From an optimization exercise on the open Yosys and OpenROAD flow, aimed at small area; shortcuts taken in it are not production practice. In this exercise RTL edits were held to simulation tests only and were not proved equivalent to the original. Power and IR drop assume default switching activity.

==> flow/design.v <==
`timescale 1ns / 1ps
module apb_spi_top(
    input  wire        i_clk,
    input  wire        i_rst_n,
    input  wire        i_psel,
    input  wire        i_pwrite,
    input  wire        i_penable,
    input  wire [31:0] i_paddr,
    input  wire [31:0] i_pwdata,
    output wire [31:0] o_prdata,
    output wire        o_pready,
    output wire        o_pslverr,
    input  wire        i_MISO,
    output reg         o_MOSI,
    output reg         o_SCLK,
    output wire        o_SS0,
    output wire        o_SS1,
    output wire        o_SS2,
    output wire        o_SS3,
    output wire        o_int
);
    localparam [1:0] ST_IDLE = 2'd0, ST_LOAD = 2'd1, ST_XFER = 2'd2, ST_DONE = 2'd3;
    wire        page = (i_paddr[31:12] == 20'h40002);
    wire [11:0] off  = i_paddr[11:0];
    wire        acc  = i_psel & i_penable & page;
    wire        wr   = acc & i_pwrite;
    wire        rd   = acc & ~i_pwrite;
    wire s_lcr = (off == 12'h000);
    wire s_dlr = (off == 12'h004);
    wire s_ier = (off == 12'h008);
    wire s_tbr = (off == 12'h010);
    wire s_rbr = (off == 12'h014);
    reg  [1:0] state;
    reg  [1:0] gap;
    wire busy = (state != ST_IDLE);
    wire st_load = (state == ST_LOAD);
    wire st_xfer = (state == ST_XFER);
    reg  [5:0] lcr;
    reg  [7:0] dlr;
    reg  [3:0] ier;
    wire wls  = lcr[0];
    wire cpol = lcr[1];
    wire cpha = lcr[2];
    wire cdte = lcr[3];
    reg  [15:0] tring [0:15];
    reg  [15:0] rring [0:15];
    reg  [3:0]  xh, rh;
    reg  [4:0]  xc, rc;
    reg  [15:0] tbr;
    reg  [15:0] rx_sh;
    reg         tx_push, tx_pend, rx_pop, rx_wr, done;
    wire t_empty = (xc == 5'd0);
    wire t_full  = xc[4];
    wire r_empty = (rc == 5'd0);
    wire r_full  = rc[4];
    wire tbr_w   = wr & s_tbr & ~t_full;
    wire [3:0] xtail = xh + xc[3:0];
    wire [3:0] rtail = rh + rc[3:0];
    wire t_ins = (tx_push & ~xtail[0]) | tx_pend;
    wire r_ins = ((done & (~r_full | rx_pop)) | (rx_wr & ~r_full)) & ~rtail[0];
    reg  [15:0] thead;
    reg         thv;
    wire th_tbr  = tx_push & (xc == {4'd0, st_load});
    wire th_ring = ~thv & (xh == 4'd0) & ~t_empty;
    wire [15:0] rsel;
    wire [15:0] rhead;
    spi_dec16 u_rdec (.i_a(rh), .o_y(rsel));
    spi_ohmux16 u_rmux (.i_sel(rsel), .i_d({rring[15], rring[14], rring[13], rring[12], rring[11], rring[10], rring[9], rring[8],
                                             rring[7], rring[6], rring[5], rring[4], rring[3], rring[2], rring[1], rring[0]}), .o_q(rhead));
    integer k;
    always @(posedge i_clk) begin
        if (tbr_w) tbr <= i_pwdata[15:0];
        if (th_tbr)       thead <= tbr;
        else if (th_ring) thead <= tring[0];
        tring[0] <= tring[15];
        rring[0] <= rring[15];
        for (k = 1; k < 16; k = k + 1) begin
            if ((k & 1) && t_ins && (xtail[3:1] == (k >> 1))) tring[k] <= tbr;
            else                                          tring[k] <= tring[k-1];
            if ((k & 1) && r_ins && (rtail[3:1] == (k >> 1))) rring[k] <= rx_sh;
            else                                              rring[k] <= rring[k-1];
        end
    end
    always @(posedge i_clk or negedge i_rst_n) begin
        if (!i_rst_n) begin
            xh <= 4'd0; rh <= 4'd0; xc <= 5'd0; rc <= 5'd0;
            tx_push <= 1'b0; tx_pend <= 1'b0; rx_pop <= 1'b0;
            thv <= 1'b0;
        end else begin
            if (th_tbr | th_ring) thv <= 1'b1;
            else if (st_load)     thv <= 1'b0;
            tx_push <= tbr_w;
            tx_pend <= tx_push & xtail[0];
            rx_pop  <= rd & s_rbr & ~r_empty;
            xh <= xh + 1'b1 + st_load;
            rh <= rh + 1'b1 + rx_pop;
            if (tx_push & ~st_load)      xc <= xc + 1'b1;
            else if (~tx_push & st_load) xc <= xc - 1'b1;
            if (rx_wr & ~r_full & ~rx_pop)    rc <= rc + 1'b1;
            else if (~(rx_wr & ~r_full) & rx_pop) rc <= rc - 1'b1;
        end
    end
    always @(posedge i_clk or negedge i_rst_n) begin
        if (!i_rst_n) begin
            lcr <= 6'd0; dlr <= 8'd0; ier <= 4'd0;
        end else begin
            if (wr & s_lcr & ~busy) lcr <= i_pwdata[5:0];
            if (wr & s_dlr & ~busy) dlr <= i_pwdata[7:0];
            if (wr & s_ier)         ier <= i_pwdata[3:0];
        end
    end
    assign o_pready  = 1'b1;
    assign o_pslverr = (wr & busy & ((s_lcr & (i_pwdata[5:0] != lcr)) |
                                     (s_dlr & (i_pwdata[7:0] != dlr))))
                     | (acc & (off >= 12'h018));
    reg [31:0] rdata;
    always @(*) begin
        case (off)
            12'h000: rdata = {26'd0, lcr};
            12'h004: rdata = {24'd0, dlr};
            12'h008: rdata = {28'd0, ier};
            12'h00C: rdata = {28'd0, r_full, r_empty, t_full, t_empty};
            12'h010: rdata = 32'd0;
            12'h014: rdata = {16'd0, rhead};
            default: rdata = 32'hFFFF_FFFF;
        endcase
    end
    assign o_prdata = page ? rdata : 32'd0;
    assign o_int = (t_empty & ier[0]) | (t_full & ier[1]) | (r_empty & ier[2]) | (r_full & ier[3]);
    reg  [7:0] cnt;       
    reg  [5:0] m;         
    reg [15:0] tx_sh;
    wire z      = (cnt == 8'd0);
    wire toggle = st_xfer & ~done & z;
    wire shedge = m[0] ^ cpha;
    wire can_go = ~t_empty & ~r_full;
    always @(posedge i_clk or negedge i_rst_n) begin
        if (!i_rst_n) begin
            state <= ST_IDLE;
            gap   <= 2'd0;
        end else begin
            if (state == ST_DONE) gap <= gap + 1'b1;
            case (state)
                ST_IDLE: if (can_go) state <= ST_LOAD;
                ST_LOAD: state <= ST_XFER;
                ST_XFER: if (done) state <= ~cdte ? ST_DONE : (can_go ? ST_LOAD : ST_IDLE);
                ST_DONE: if (gap == 2'd3) state <= ST_IDLE;
            endcase
        end
    end
    always @(posedge i_clk) begin
        cnt <= (z | st_load) ? dlr : cnt - 1'b1;
        if (st_load)     m <= wls ? 6'd30 : 6'd14;
        else if (toggle) m <= m - 1'b1;
        if (st_load) tx_sh <= thead;
        if (toggle & ~shedge)
            rx_sh <= {rx_sh[14:8], rx_sh[7] & wls, rx_sh[6:0], i_MISO};
    end
    always @(posedge i_clk or negedge i_rst_n) begin
        if (!i_rst_n) begin
            o_SCLK <= 1'b0;
            o_MOSI <= 1'b0;
            done   <= 1'b0;
            rx_wr  <= 1'b0;
        end else begin
            done  <= toggle & m[5];
            rx_wr <= done;
            if (!st_xfer)    o_SCLK <= cpol;
            else if (toggle) o_SCLK <= ~o_SCLK;
            if (st_load & ~cpha)                o_MOSI <= wls ? thead[15] : thead[7];
            else if (toggle & shedge & ~m[5])   o_MOSI <= tx_sh[m[4:1]];
        end
    end
    wire ss_act = st_load | st_xfer;
    assign o_SS0 = ~(ss_act & (lcr[5:4] == 2'd0));
    assign o_SS1 = ~(ss_act & (lcr[5:4] == 2'd1));
    assign o_SS2 = ~(ss_act & (lcr[5:4] == 2'd2));
    assign o_SS3 = ~(ss_act & (lcr[5:4] == 2'd3));
endmodule
module spi_dec16(input wire [3:0] i_a, output wire [15:0] o_y);
    assign o_y = 16'd1 << i_a;
endmodule
module spi_ohmux16(input wire [15:0] i_sel, input wire [255:0] i_d, output wire [15:0] o_q);
    genvar b;
    generate for (b = 0; b < 16; b = b + 1) begin : g_bit
        wire [5:0] g;
        spi_aoi222 u_g0 (.i_a({i_d[16*2+b],  i_d[16*1+b],  i_d[16*0+b]}),  .i_s(i_sel[2:0]),   .o_y(g[0]));
        spi_aoi222 u_g1 (.i_a({i_d[16*5+b],  i_d[16*4+b],  i_d[16*3+b]}),  .i_s(i_sel[5:3]),   .o_y(g[1]));
        spi_aoi222 u_g2 (.i_a({i_d[16*8+b],  i_d[16*7+b],  i_d[16*6+b]}),  .i_s(i_sel[8:6]),   .o_y(g[2]));
        spi_aoi222 u_g3 (.i_a({i_d[16*11+b], i_d[16*10+b], i_d[16*9+b]}),  .i_s(i_sel[11:9]),  .o_y(g[3]));
        spi_aoi222 u_g4 (.i_a({i_d[16*14+b], i_d[16*13+b], i_d[16*12+b]}), .i_s(i_sel[14:12]), .o_y(g[4]));
        assign g[5] = ~(i_d[16*15+b] & i_sel[15]);
        spi_nand6 u_n (.i_a(g), .o_y(o_q[b]));
    end endgenerate
endmodule
module spi_aoi222(input wire [2:0] i_a, input wire [2:0] i_s, output wire o_y);
    assign o_y = ~((i_a[0] & i_s[0]) | (i_a[1] & i_s[1]) | (i_a[2] & i_s[2]));
endmodule
module spi_nand6(input wire [5:0] i_a, output wire o_y);
    assign o_y = ~&i_a;
endmodule
Settings: LEC_CHECK=0, CAP_MARGIN=0, CORE_MARGIN=2, CORE_UTILIZATION=70, CTS_BUF_LIST=sky130_fd_sc_hd__clkbuf_4, CTS_CLUSTER_DIAMETER=40, CTS_CLUSTER_SIZE=10, PLACE_DENSITY=0.85, SLEW_MARGIN=0, SYNTH_HIERARCHICAL=1, SYNTH_MINIMUM_KEEP_SIZE=0; clock period 10.0 ns.
standard.sh (not shown) runs the stock make flow with config.mk's settings and CLKGATE_MAP_FILE= SYNTH_SCRIPT=/design/flow/synth_recipe.tcl, a recipe that flattens the netlist after the stock synthesis.
==> flow/flow/run.sh <==
#!/bin/bash
# Standard ORFS layout (the standard.sh) with two changes:
#  - port buffers use the smallest buffer cell instead of the resizer's pick
#  - clock tree synthesis without dummy loads
set -euo pipefail
export BUFFER_PORTS_ARGS="-buffer_cell sky130_fd_sc_hd__buf_1"
export CTS_ARGS="-sink_clustering_enable -repair_clock_nets -dont_use_dummy_load -buf_list sky130_fd_sc_hd__clkbuf_8 -sink_clustering_size 20 -sink_clustering_max_diameter 40"
bash standard.sh > standard.log 2>&1
Next try:
==> flow/flow/run.sh (replaced) <==
#!/bin/bash
# Standard ORFS layout (the standard.sh) with two changes:
#  - port buffers use the smallest buffer cell instead of the resizer's pick
#  - clock tree synthesis without dummy loads
set -euo pipefail
export BUFFER_PORTS_ARGS="-buffer_cell sky130_fd_sc_hd__buf_1"
export CTS_ARGS="-sink_clustering_enable -repair_clock_nets -dont_use_dummy_load -buf_list sky130_fd_sc_hd__clkbuf_16 -sink_clustering_size 32 -sink_clustering_max_diameter 50"
bash standard.sh > standard.log 2>&1
What happened:
- area after synthesis is unchanged
- design area went up by about 1%
- non-clock buffer count does not change
- synthesized cell count does not change
Next try:
==> flow/flow/run.sh (replaced) <==
#!/bin/bash
# Standard ORFS layout (the standard.sh) with two changes:
#  - port buffers use the smallest buffer cell instead of the resizer's pick
#  - clock tree synthesis without dummy loads
set -euo pipefail
export BUFFER_PORTS_ARGS="-buffer_cell sky130_fd_sc_hd__buf_1"
export CTS_ARGS="-sink_clustering_enable -repair_clock_nets -dont_use_dummy_load -buf_list sky130_fd_sc_hd__clkbuf_4 -sink_clustering_size 12 -sink_clustering_max_diameter 30"
bash standard.sh > standard.log 2>&1
Outcome: The changed run completed with no timing, DRC or antenna violations. Cell area decreases slightly. Routed wire length fell slightly. Total power decreases by a few percent. Cell count rose by a few percent. Register-to-register slack stays flat. Worst hold slack got worse by 0.021 ns. Via count rose slightly. Clock skew is higher by 0.028 ns.

port drivers added, routing unchanged:
The results above use ideal ports. As a check the final layouts listed here were re-extracted and re-timed, cells and wires unchanged.
Step 1, drivers: a clkbuf_16 drives i_clk and a buf_2 each remaining input, both assumed.
Step 2 also shifts input and output timing later by t, the mid clock arrival at the registers, as if the neighbouring blocks saw the same clock.
Slacks: no drivers / after step 1 / after step 2; pairs: no drivers / after step 1.
run | t (ns) | setup WS [ns] | slew at the worst register clock pin (ns)
the first run | 0.629 | 3.399 / 3.368 / 3.368 | 0.11 / 0.11
the second run | 0.575 | 3.364 / 3.334 / 3.334 | 0.11 / 0.11
the third run | 0.774 | 3.427 / 3.395 / 3.395 | 0.11 / 0.11
After both steps every run listed still meets setup and hold. For the third run, which loses most, drivers alone change the setup slack by -0.032 ns; drivers and shift together by -0.032 ns.
